This design comes from an exercise in tuning for small area on the open sky130 flow, not from production work.
Only simulation tests tie the RTL to the original design; equivalence was not proved.
Power is estimated from default activity; no workload was simulated.

--- design/flow/flow/run.sh ---
#!/bin/bash
# Layout flow: the standard synthesis, its combinational logic re-mapped for
# area, then the standard layout steps with a leaner clock tree (clkbuf_8
# only, no dummy loads) and buf_1 cells as the port buffers.
# The re-mapping avoids the cells in dont_use.txt: the platform's don't-use
# cells and weak NOR-type and _0 cells, which placement would otherwise
# buffer to meet slew limits.
set -euo pipefail
here=$(pwd)
flowdir=$here/flow
res=$here/orfs/results/$FLOW_PLATFORM/router/base
lib=$FLOW_HOME/platforms/$FLOW_PLATFORM/lib/sky130_fd_sc_hd__tt_025C_1v80.lib
YOSYS=$(command -v yosys || echo /OpenROAD-flow-scripts/tools/install/yosys/bin/yosys)

export CTS_ARGS="-sink_clustering_enable -repair_clock_nets -dont_use_dummy_load -buf_list sky130_fd_sc_hd__clkbuf_8 -sink_clustering_size 24 -sink_clustering_max_diameter 40"
export BUFFER_PORTS_ARGS="-buffer_cell sky130_fd_sc_hd__buf_1"

# 1. standard synthesis
bash standard.sh synth > synth_standard.log 2>&1

# 2. re-map the combinational logic
dont_use=""
for c in $(cat "$flowdir/dont_use.txt"); do dont_use="$dont_use -dont_use $c"; done
python3 "$flowdir/genmodels.py" "$lib" "$here/comb_models.v" > genmodels.log 2>&1
cp "$res/1_2_yosys.v" "$here/1_2_yosys.standard.v"
sed -e "s#@LIB@#$lib#g" -e "s#@MODELS@#$here/comb_models.v#" \
    -e "s#@NETLIST_IN@#$here/1_2_yosys.standard.v#" -e "s#@NETLIST_OUT@#$here/1_2_yosys.resynth.v#" \
    -e "s#@TOP@#$FLOW_TOP#" -e "s#@ABC_SCRIPT@#$flowdir/area.abc#" -e "s#@DONT_USE@#$dont_use#" \
    "$flowdir/resynth.ys.in" > resynth.ys
"$YOSYS" -s resynth.ys > resynth.log 2>&1
cp "$here/1_2_yosys.resynth.v" "$res/1_2_yosys.v"
rm -f "$res/1_synth.odb" "$res/1_synth.sdc"

# 3. the rest of the standard layout
bash standard.sh > layout_standard.log 2>&1
--- design/flow/flow/area.abc ---
&get -n
&st
&deepsyn -T 60
&dch -f
&nf -R 1000 -p
&put
--- design/flow/flow/dont_use.txt ---
sky130_fd_sc_hd__probe_p_8
sky130_fd_sc_hd__probec_p_8
sky130_fd_sc_hd__lpflow_bleeder_1
sky130_fd_sc_hd__lpflow_clkbufkapwr_1
sky130_fd_sc_hd__lpflow_clkbufkapwr_16
sky130_fd_sc_hd__lpflow_clkbufkapwr_2
sky130_fd_sc_hd__lpflow_clkbufkapwr_4
sky130_fd_sc_hd__lpflow_clkbufkapwr_8
sky130_fd_sc_hd__lpflow_clkinvkapwr_1
sky130_fd_sc_hd__lpflow_clkinvkapwr_16
sky130_fd_sc_hd__lpflow_clkinvkapwr_2
sky130_fd_sc_hd__lpflow_clkinvkapwr_4
sky130_fd_sc_hd__lpflow_clkinvkapwr_8
sky130_fd_sc_hd__lpflow_decapkapwr_12
sky130_fd_sc_hd__lpflow_decapkapwr_3
sky130_fd_sc_hd__lpflow_decapkapwr_4
sky130_fd_sc_hd__lpflow_decapkapwr_6
sky130_fd_sc_hd__lpflow_decapkapwr_8
sky130_fd_sc_hd__lpflow_inputiso0n_1
sky130_fd_sc_hd__lpflow_inputiso0p_1
sky130_fd_sc_hd__lpflow_inputiso1n_1
sky130_fd_sc_hd__lpflow_inputiso1p_1
sky130_fd_sc_hd__lpflow_inputisolatch_1
sky130_fd_sc_hd__lpflow_isobufsrc_1
sky130_fd_sc_hd__lpflow_isobufsrc_16
sky130_fd_sc_hd__lpflow_isobufsrc_2
sky130_fd_sc_hd__lpflow_isobufsrc_4
sky130_fd_sc_hd__lpflow_isobufsrc_8
sky130_fd_sc_hd__lpflow_isobufsrckapwr_16
sky130_fd_sc_hd__lpflow_lsbuf_lh_hl_isowell_tap_1
sky130_fd_sc_hd__lpflow_lsbuf_lh_hl_isowell_tap_2
sky130_fd_sc_hd__lpflow_lsbuf_lh_hl_isowell_tap_4
sky130_fd_sc_hd__lpflow_lsbuf_lh_isowell_4
sky130_fd_sc_hd__lpflow_lsbuf_lh_isowell_tap_1
sky130_fd_sc_hd__lpflow_lsbuf_lh_isowell_tap_2
sky130_fd_sc_hd__lpflow_lsbuf_lh_isowell_tap_4
sky130_fd_sc_hd__nor3_1
sky130_fd_sc_hd__nor4_1
sky130_fd_sc_hd__nor3b_1
sky130_fd_sc_hd__nor4b_1
sky130_fd_sc_hd__nor4bb_1
sky130_fd_sc_hd__a2111oi_0
sky130_fd_sc_hd__nor3_2
sky130_fd_sc_hd__nor4_2
sky130_fd_sc_hd__a21boi_0
sky130_fd_sc_hd__o21ai_0
sky130_fd_sc_hd__o311ai_0
sky130_fd_sc_hd__and2_0
sky130_fd_sc_hd__or2_0
--- design/flow/flow/genmodels.py ---
# Write Verilog models of the liberty's combinational cells (from their
# function attributes) so Yosys can re-optimise an already mapped netlist.
import re, sys
lib = open(sys.argv[1]).read()
out = []
cells = re.split(r'\n\s*cell\s*\(', lib)[1:]
for c in cells:
    name = re.match(r'\s*"?(\w+)"?', c).group(1)
    if re.search(r'\b(ff|latch|statetable)\s*\(', c):
        continue
    pins = []
    for m in re.finditer(r'\n\s*pin\s*\(\s*"?(\w+)"?\s*\)\s*\{(.*?)\n\s*\}', c, re.S):
        pn, body = m.group(1), m.group(2)
        d = re.search(r'direction\s*:\s*"?(\w+)"?', body)
        f = re.search(r'function\s*:\s*"([^"]*)"', body)
        pins.append((pn, d.group(1) if d else None, f.group(1) if f else None))
    outs = [p for p in pins if p[1] == 'output']
    ins = [p for p in pins if p[1] == 'input']
    if not outs or any(p[2] is None for p in outs) or not ins:
        continue
    if any(p[1] not in ('input', 'output') for p in pins):
        continue
    def conv(f):
        f = f.replace("'", "")  # not used in sky130
        f = re.sub(r'\s*\+\s*', ' | ', f)
        f = re.sub(r'\s*\*\s*', ' & ', f)
        f = f.replace('!', '~')
        return f
    ports = ', '.join([p[0] for p in ins] + [p[0] for p in outs])
    s = 'module %s(%s);\n' % (name, ports)
    for p in ins: s += '  input %s;\n' % p[0]
    for p in outs: s += '  output %s;\n  assign %s = %s;\n' % (p[0], p[0], conv(p[2]))
    s += 'endmodule\n'
    out.append(s)
open(sys.argv[2], 'w').write('\n'.join(out))
print(len(out), 'cells')
--- design/flow/flow/resynth.ys.in ---
# Re-map the combinational logic of the standard synthesis's netlist.
# The flip-flops stay as they are (same instances, names and cell types);
# every combinational cell is replaced by its liberty function and the
# logic mapped again by ABC with an area-oriented script.
read_liberty -lib @LIB@
read_verilog @NETLIST_IN@
hierarchy -top @TOP@
techmap -map @MODELS@
opt -purge
techmap
opt -fast
abc -script @ABC_SCRIPT@ -liberty @LIB@ @DONT_USE@
setundef -zero
splitnets
opt_clean -purge
hilomap -singleton -hicell sky130_fd_sc_hd__conb_1 HI -locell sky130_fd_sc_hd__conb_1 LO
insbuf -buf sky130_fd_sc_hd__buf_4 A X
opt_clean -purge
rename -enumerate -pattern rs_%_ w:$* c:$*
stat -liberty @LIB@
write_verilog -noattr -nohex -nodec @NETLIST_OUT@
--- design/flow/standard.sh ---
#!/bin/bash
# synth_recipe.tcl (not shown) runs the flow's synth.tcl, then flattens the netlist and writes it again
# the make line also repeats each setting of config.mk as NAME=value (left out here)
make -C /OpenROAD-flow-scripts/flow DESIGN_CONFIG=/design/flow/config.mk WORK_HOME=/design/flow/orfs CLKGATE_MAP_FILE= SYNTH_SCRIPT=/design/flow/synth_recipe.tcl "${@:-finish}"
--- design/flow/config.mk ---
export PLATFORM = sky130hd
export DESIGN_NAME = router
export DESIGN_NICKNAME = router
export VERILOG_FILES = /design/flow/design.v
export SDC_FILE = /design/flow/constraint.sdc
export NUM_CORES = 4
export LEC_CHECK = 0
export CAP_MARGIN = 0
export CORE_MARGIN = 2
export CORE_UTILIZATION = 80
export SLEW_MARGIN = 0
--- design/flow/constraint.sdc ---
create_clock -name core_clock -period 5.0 [get_ports {clk}]
set_input_delay 1.0000 -clock core_clock [delete_from_list [all_inputs] [get_ports {clk}]]
set_output_delay 1.0000 -clock core_clock [all_outputs]
set_load 0.01 [all_outputs]
--- design/flow/design.v ---
module fifo1(input clk, rst, sft_rst, read_enb, write_enb, lfd_state,
             input [7:0] data_in,
             output reg [7:0] data_out,
             output empty, full);
reg [8:0] mem [0:15];
reg [4:0] w_ptr, r_ptr;
reg wrapped;
reg [5:0] temp;   
wire temp_zero = &temp;
wire rd = !empty && read_enb;
wire we = write_enb && !full;
reg [15:0] sel;
reg [8:0] rdata;
integer i;
always @(*) begin
        rdata = 9'b0;
        for (i = 0; i < 16; i = i + 1) begin
                sel[i] = (r_ptr[3:0] == i) && (wrapped || w_ptr[3:0] > i);
                rdata = rdata | ({9{sel[i]}} & mem[i]);
        end
end
always @(posedge clk)
        if (we)
                mem[w_ptr[3:0]] <= {lfd_state, data_in};
always @(posedge clk)
        if (!rst || sft_rst) begin
                w_ptr <= 5'b0;
                wrapped <= 1'b0;
        end else if (we) begin
                w_ptr <= w_ptr + 1'b1;
                if (w_ptr[3:0] == 4'hf)
                        wrapped <= 1'b1;
        end
always @(posedge clk)
        if (!rst)
                r_ptr <= 5'b0;
        else if (rd)
                r_ptr <= r_ptr + 1'b1;
always @(posedge clk)
        if (!rst)
                data_out <= 8'b0;
        else if (rd)
                data_out <= rdata[7:0];
        else if (sft_rst || temp_zero)
                data_out <= 8'b0;
always @(posedge clk)
        if (!rst || sft_rst)
                temp <= 6'h3f;
        else if (rd) begin
                if (rdata[8])
                        temp <= rdata[7:2];
                else if (!temp_zero)
                        temp <= temp - 1'b1;
        end
assign full = (w_ptr == 5'd16) && (r_ptr == 5'd0);
assign empty = (r_ptr == w_ptr);
endmodule
module Synchronizer(input rst, clk, detect_add,
                    read_enb_0, read_enb_1, read_enb_2,
                    full_0, full_1, full_2,
                    empty_0, empty_1, empty_2,
                    write_enb_reg,
                    input [1:0] data_in,
                    output vld_out_0, vld_out_1, vld_out_2,
                    output sft_rst_0, sft_rst_1, sft_rst_2,
                    output fifo_full,
                    output [2:0] write_enb);
reg [1:0] address;
always @(posedge clk)
        if (!rst)
                address <= 2'b00;
        else if (detect_add)
                address <= data_in;
assign write_enb = write_enb_reg ? {address == 2'd2, address == 2'd1, address == 2'd0} : 3'b000;
assign fifo_full = (address == 2'd0 && full_0) || (address == 2'd1 && full_1) || (address == 2'd2 && full_2);
assign vld_out_0 = ~empty_0;
assign vld_out_1 = ~empty_1;
assign vld_out_2 = ~empty_2;
timeout t0(.clk(clk), .rst(rst), .vld(vld_out_0), .read_enb(read_enb_0), .sft_rst(sft_rst_0));
timeout t1(.clk(clk), .rst(rst), .vld(vld_out_1), .read_enb(read_enb_1), .sft_rst(sft_rst_1));
timeout t2(.clk(clk), .rst(rst), .vld(vld_out_2), .read_enb(read_enb_2), .sft_rst(sft_rst_2));
endmodule
module timeout(input clk, rst, vld, read_enb, output reg sft_rst);
reg [4:0] count;
always @(posedge clk)
        if (!rst || !vld || read_enb) begin
                count <= 5'd0;
                sft_rst <= 1'b0;
        end else if (count == 5'b11000) begin
                count <= 5'd0;
                sft_rst <= 1'b1;
        end else
                count <= {count[3:0], ~(count[4] ^ count[2])};
endmodule
module fsm(input clk, rst, pkt_valid, parity_done,
           sft_rst_0, sft_rst_1, sft_rst_2,
           fifo_full,
           fifo_empty_0, fifo_empty_1, fifo_empty_2,
           input [1:0] data_in,
           output busy, detect_add, ld_state, laf_state, write_enb_reg, lfd_state);
localparam decoder_address    = 3'b000,
           load_data          = 3'b001,
           load_first_data    = 3'b010,
           load_parity        = 3'b011,
           wait_till_empty    = 3'b100,
           load_after_full    = 3'b101,
           check_parity_error = 3'b110,
           fifo_full_state    = 3'b111;
reg [2:0] state, next_state;
wire addr_ok = (data_in != 2'd3);
wire dest_empty = (data_in == 2'd0 && fifo_empty_0) ||
                  (data_in == 2'd1 && fifo_empty_1) ||
                  (data_in == 2'd2 && fifo_empty_2);
always @(posedge clk)
        if (!rst || sft_rst_0 || sft_rst_1 || sft_rst_2)
                state <= decoder_address;
        else
                state <= next_state;
always @(*) begin
        case (state)
        decoder_address:    next_state = (pkt_valid && addr_ok) ? (dest_empty ? load_first_data : wait_till_empty) : decoder_address;
        load_first_data:    next_state = load_data;
        wait_till_empty:    next_state = dest_empty ? load_first_data : wait_till_empty;
        load_data:          next_state = fifo_full ? fifo_full_state : (pkt_valid ? load_data : load_parity);
        load_parity:        next_state = check_parity_error;
        check_parity_error: next_state = fifo_full ? fifo_full_state : decoder_address;
        fifo_full_state:    next_state = fifo_full ? fifo_full_state : load_after_full;
        default:            next_state = parity_done ? decoder_address : load_data;  
        endcase
end
assign busy = state[2] | state[1];
assign detect_add = (state == decoder_address);
assign ld_state = (state == load_data);
assign laf_state = (state == load_after_full);
assign lfd_state = (state == load_first_data);
assign write_enb_reg = (state == load_data) || (state == load_parity) || (state == load_after_full);
endmodule
module register(input clk, rst, pkt_valid, fifo_full, detect_add, ld_state, laf_state,
                input [7:0] data_in,
                output reg parity_done, err,
                output reg [7:0] dout);
reg [7:0] full_state_byte;
reg [7:0] parity;
always @(posedge clk)
        if (!rst)
                dout <= 8'b0;
        else if (detect_add || (ld_state && !fifo_full))
                dout <= data_in;
        else if (laf_state)
                dout <= full_state_byte;
always @(posedge clk)
        if (!rst)
                full_state_byte <= 8'b0;
        else if (ld_state)
                full_state_byte <= data_in;
always @(posedge clk)
        if (detect_add)
                parity <= data_in;
        else if (ld_state && (pkt_valid || !fifo_full))
                parity <= parity ^ data_in;
always @(posedge clk)
        if (!rst)
                parity_done <= 1'b0;
        else if (ld_state && !fifo_full && !pkt_valid)
                parity_done <= 1'b1;
        else if (detect_add)
                parity_done <= 1'b0;
always @(posedge clk)
        if (!rst)
                err <= 1'b0;
        else if (parity_done)
                err <= (parity != 8'b0);
endmodule
module router(input clk, rst,
              read_enb_0, read_enb_1, read_enb_2, pkt_valid,
              input [7:0] data_in,
              output vld_out_0, vld_out_1, vld_out_2, err, busy,
              output [7:0] data_out_0, data_out_1, data_out_2);
wire [2:0] write_enb;
wire [7:0] dout;
wire sft_rst_0, sft_rst_1, sft_rst_2;
wire fifo_empty_0, fifo_empty_1, fifo_empty_2;
wire full_0, full_1, full_2, fifo_full;
wire detect_add, ld_state, laf_state, write_enb_reg, lfd_state, parity_done;
reg lfd_t;
always @(posedge clk)
        lfd_t <= lfd_state;
fifo1 F0(.clk(clk), .rst(rst), .write_enb(write_enb[0]), .sft_rst(sft_rst_0), .read_enb(read_enb_0),
         .data_in(dout), .lfd_state(lfd_t), .empty(fifo_empty_0), .data_out(data_out_0), .full(full_0));
fifo1 F1(.clk(clk), .rst(rst), .write_enb(write_enb[1]), .sft_rst(sft_rst_1), .read_enb(read_enb_1),
         .data_in(dout), .lfd_state(lfd_t), .empty(fifo_empty_1), .data_out(data_out_1), .full(full_1));
fifo1 F2(.clk(clk), .rst(rst), .write_enb(write_enb[2]), .sft_rst(sft_rst_2), .read_enb(read_enb_2),
         .data_in(dout), .lfd_state(lfd_t), .empty(fifo_empty_2), .data_out(data_out_2), .full(full_2));
Synchronizer synch1(.detect_add(detect_add), .data_in(data_in[1:0]), .clk(clk), .rst(rst),
                    .write_enb_reg(write_enb_reg),
                    .read_enb_0(read_enb_0), .read_enb_1(read_enb_1), .read_enb_2(read_enb_2),
                    .empty_0(fifo_empty_0), .empty_1(fifo_empty_1), .empty_2(fifo_empty_2),
                    .full_0(full_0), .full_1(full_1), .full_2(full_2),
                    .vld_out_0(vld_out_0), .vld_out_1(vld_out_1), .vld_out_2(vld_out_2),
                    .sft_rst_0(sft_rst_0), .sft_rst_1(sft_rst_1), .sft_rst_2(sft_rst_2),
                    .fifo_full(fifo_full), .write_enb(write_enb));
fsm fsm1(.clk(clk), .rst(rst), .pkt_valid(pkt_valid), .parity_done(parity_done),
         .sft_rst_0(sft_rst_0), .sft_rst_1(sft_rst_1), .sft_rst_2(sft_rst_2),
         .fifo_full(fifo_full),
         .fifo_empty_0(fifo_empty_0), .fifo_empty_1(fifo_empty_1), .fifo_empty_2(fifo_empty_2),
         .data_in(data_in[1:0]),
         .busy(busy), .detect_add(detect_add), .ld_state(ld_state), .laf_state(laf_state),
         .write_enb_reg(write_enb_reg), .lfd_state(lfd_state));
register r1(.clk(clk), .rst(rst), .pkt_valid(pkt_valid), .fifo_full(fifo_full),
            .detect_add(detect_add), .ld_state(ld_state), .laf_state(laf_state),
            .data_in(data_in), .parity_done(parity_done), .err(err), .dout(dout));
endmodule
==> metrics.md <==
| Metric | Value |
|---|---|
| Hold WC Path Type | `reg2reg` |
| Hold-fix buffers, CTS | `0` |
| Synthesis Warnings | `6` |
| Clock Latency Late Sink | `590 ps` |
| Final Wtd Congestion | `1.01` |
| LEAKAGE | `7.24 nW` |
| Core area | `0.0253 mm²` |
| HPWL after DPL | `33000 µm` |
| CTS Sinks | `557` |
| Number of remaining DRC errors | `0` |
| DR vias/cell | `7.63` |
| Initial DRC count | `2682` |
| Drt total wl | `52600 µm` |
| Root Buffer | `clkbuf_8` |
| RSZ-0062 raised after global routing | `no` |
| Die Wd | `165 µm` |
| CTS tree | `done` |
| Routed Antenna Nets | `0` |
| Ant diodes | `0` |
| Pwr Density | `403 mW/mm²` |
| Status | `timing/DRC/antenna clean` |
| Fill count | `1082` |
| Syn avg cell area | `14.7 µm²` |
| CTS clock-pin slew for the worst setup and hold paths | `110 ps` |
| Nets | `1507` |
| Data arrival, critical path | `3740 ps` |
| Vias in the first global route | `13339` |
| Setup TNS | `0 ps` |
| CTS resizes | `0` |
| Multi-input gate area | `0.00506 mm²` |
| Initial antenna violation count | `0` |
| Slew margin rel. | `0.133` |
| Via Count | `13894` |
| Slew at the pin with the worst max-slew slack | `1300 ps` |
| Initial Util | `0.818` |
| Congestion Overflow GR | `0` |
| Synthesized netlist net count | `1416` |
| Sequential cell area | `0.0156 mm²` |
| Total track usage | `0.399` |
| Critical path class | `reg2reg` |
| Fin Hold WS | `455 ps` |
| Drt first pass iters | `8` |
| Maxcap violations | `0` |
| Rows | `58` |
| Final setup fails | `0` |
| CP Launch Type | `flop` |
| Die area | `0.0271 mm²` |
| First-pass GRT wire length | `78900 µm` |
| Worst Skew | `61.0 ps` |
| Gate Count Post-Synth | `1402` |
| CP Max Fanout | `11` |
| Setup bufs post-CTS | `0` |
| I/O pin count | `43` |
| Longest Clk Path Bufs | `3` |
| Routed len/inst | `28.9 µm` |
| Tcrit/Tclk final | `0.657` |
| Port buffer count | `42` |
| Maximum VDD drop | `0.000771 V` |
| Die H | `165 µm` |
| Htree depth | `2` |
| Share of layout cells above drive strength 1 | `0.0382` |
| Fmax | `0.304 GHz` |
| Mapped Area | `0.0207 mm²` |
| Hold Vio Cnt, Final | `0` |
| Critical Path End Type | `flop` |
| CP Data Required Time | `5450 ps` |
| Area growth, synth to finish | `5.89%` |
| Pin count of the biggest net entering global routing | `50` |
| CTS Buf Count | `45` |
| Max Slew Vio Count | `0` |
| Post-layout minimum cycle time | `3290 ps` |
placed cells by master, fill, tap and decap left out, types with 3 or more instances in the layout:
cell        n
xor2_1     10
nor2_1    146
a222oi_1   96
a221oi_1   11
nand3_1    36
xnor2_1    20
a31oi_1     3
a32oi_1     9
o21ai_1    69
nand4_1    15
buf_1      41
and4b_1     3
a21boi_1    8
or2_1      10
clkbuf_8   45
nand2_1   138
a22oi_1    38
o311a_1     4
o31ai_1     8
and4_1      6
nand2b_1   20
edfxtp_1  440
nor2b_1    24
and2_1     18
dfxtp_2     9
a21oi_1    42
dfxtp_1   108
a41oi_1     4
and3_1     24
or3_1      11
clkinv_1   11
nand3b_1    4
a211oi_1    6
a21o_1      4
or4_1       3
a22o_1     17
o22ai_1     6
per-stage QoR:
step / setup slack [ps] / total power, W / cells / cell area, µm² / utilization
after floorplan: 2420 / 0.00628 / 1402 / 20700 / -
after global placement: 1910 / 0.00668 / 1776 / 21300 / 0.842
after detailed placement: 1800 / 0.00675 / 1776 / 21300 / 0.842
after CTS: 1820 / 0.00875 / 1821 / 21900 / 0.866
after global routing: 1540 / 0.00902 / 1821 / 21900 / 0.866
final: 1710 / 0.00881 / 1821 / 21900 / 0.866
critical path: stages (launching register included):
cell	delay (ps)
dfxtp_1	420
or2_1	390
or4_1	420
and3_1	320
a222oi_1	440
nand3_1	150
o31ai_1	350
and2_1	340
o21ai_1	130
a21oi_1	130
a21oi_1	70
area by class of cell:
type                       instances  share of cell area
sequential                       557               0.712
tap                              330              0.0189
inverter                          11             0.00189
multi-input combinational        834               0.231
clock buffer                      45              0.0283
timing repair buffer              44             0.00795
sequential cells by signal, summed over array words and instances, names as in the netlist, 8 cells and up:
name / cells
F0.data_out: 8
F0.mem: 144
F1.data_out: 8
F1.mem: 144
F2.data_out: 8
F2.mem: 144
r1.dout: 8
r1.full_state_byte: 8
r1.parity: 8
worst paths after layout:
check | start | end | slack (ps) | cells after the start
setup / recovery | F0.w_ptr[2]$_SDFFE_PP0P_ | F0.temp[5]$_SDFFE_PP1P_ | 1710 | 10
hold / removal | F0.data_out[3]$_SDFFE_PN0P_ | F0.data_out[3]$_SDFFE_PN0P_ | 460 | 2
setup reg to reg | F0.w_ptr[2]$_SDFFE_PP0P_ | F0.temp[5]$_SDFFE_PP1P_ | 1710 | 10
hold reg to reg | F0.data_out[3]$_SDFFE_PN0P_ | F0.data_out[3]$_SDFFE_PN0P_ | 460 | 2
power breakdown:
| group | internal, W | switching, W | total, W |
|---|---|---|---|
| registers | 0.00551 | 0.000500 | 0.00601 |
| clock network | 0.000807 | 0.00132 | 0.00212 |
| logic | 0.000218 | 0.000456 | 0.000674 |
| total | 0.00654 | 0.00227 | 0.00881 |
routing by layer:
metal,vias up,share of wire,global-route usage
met5,-,0,0
met4,0,0.054,0.165
met3,233,0.14,0.0984
met2,1258,0.46,0.636
met1,6614,0.34,0.540
li1,5789,-,-

what the ideal ports hide:
How much do the figures lean on ideal ports? The routed layout below was timed once more, with nothing changed but the port constraints.
Step 1 assumes that a clkbuf_16 drives the clock port and a buf_2 every other input.
Step 2, shift: input delay + t, output delay - t, t = (earliest + latest rising clock arrival at the registers) / 2. This alone moves slack from input paths to output paths.
Three values: no drivers, after step 1, after step 2; two values: the first two.
shift t [ns]: 0.606
setup WS [ns]: 1.713 / 1.713 / 1.567
worst hold slack (ns): 0.455 / 0.455 / 0.455
clock arrival spread, ns: 0.064 / 0.064
worst register clock-pin slew, ns: 0.11 / 0.11
After both steps this run still meets setup and hold. The setup slack of this run moves by 0.000 ns with the drivers and by -0.146 ns with both steps.
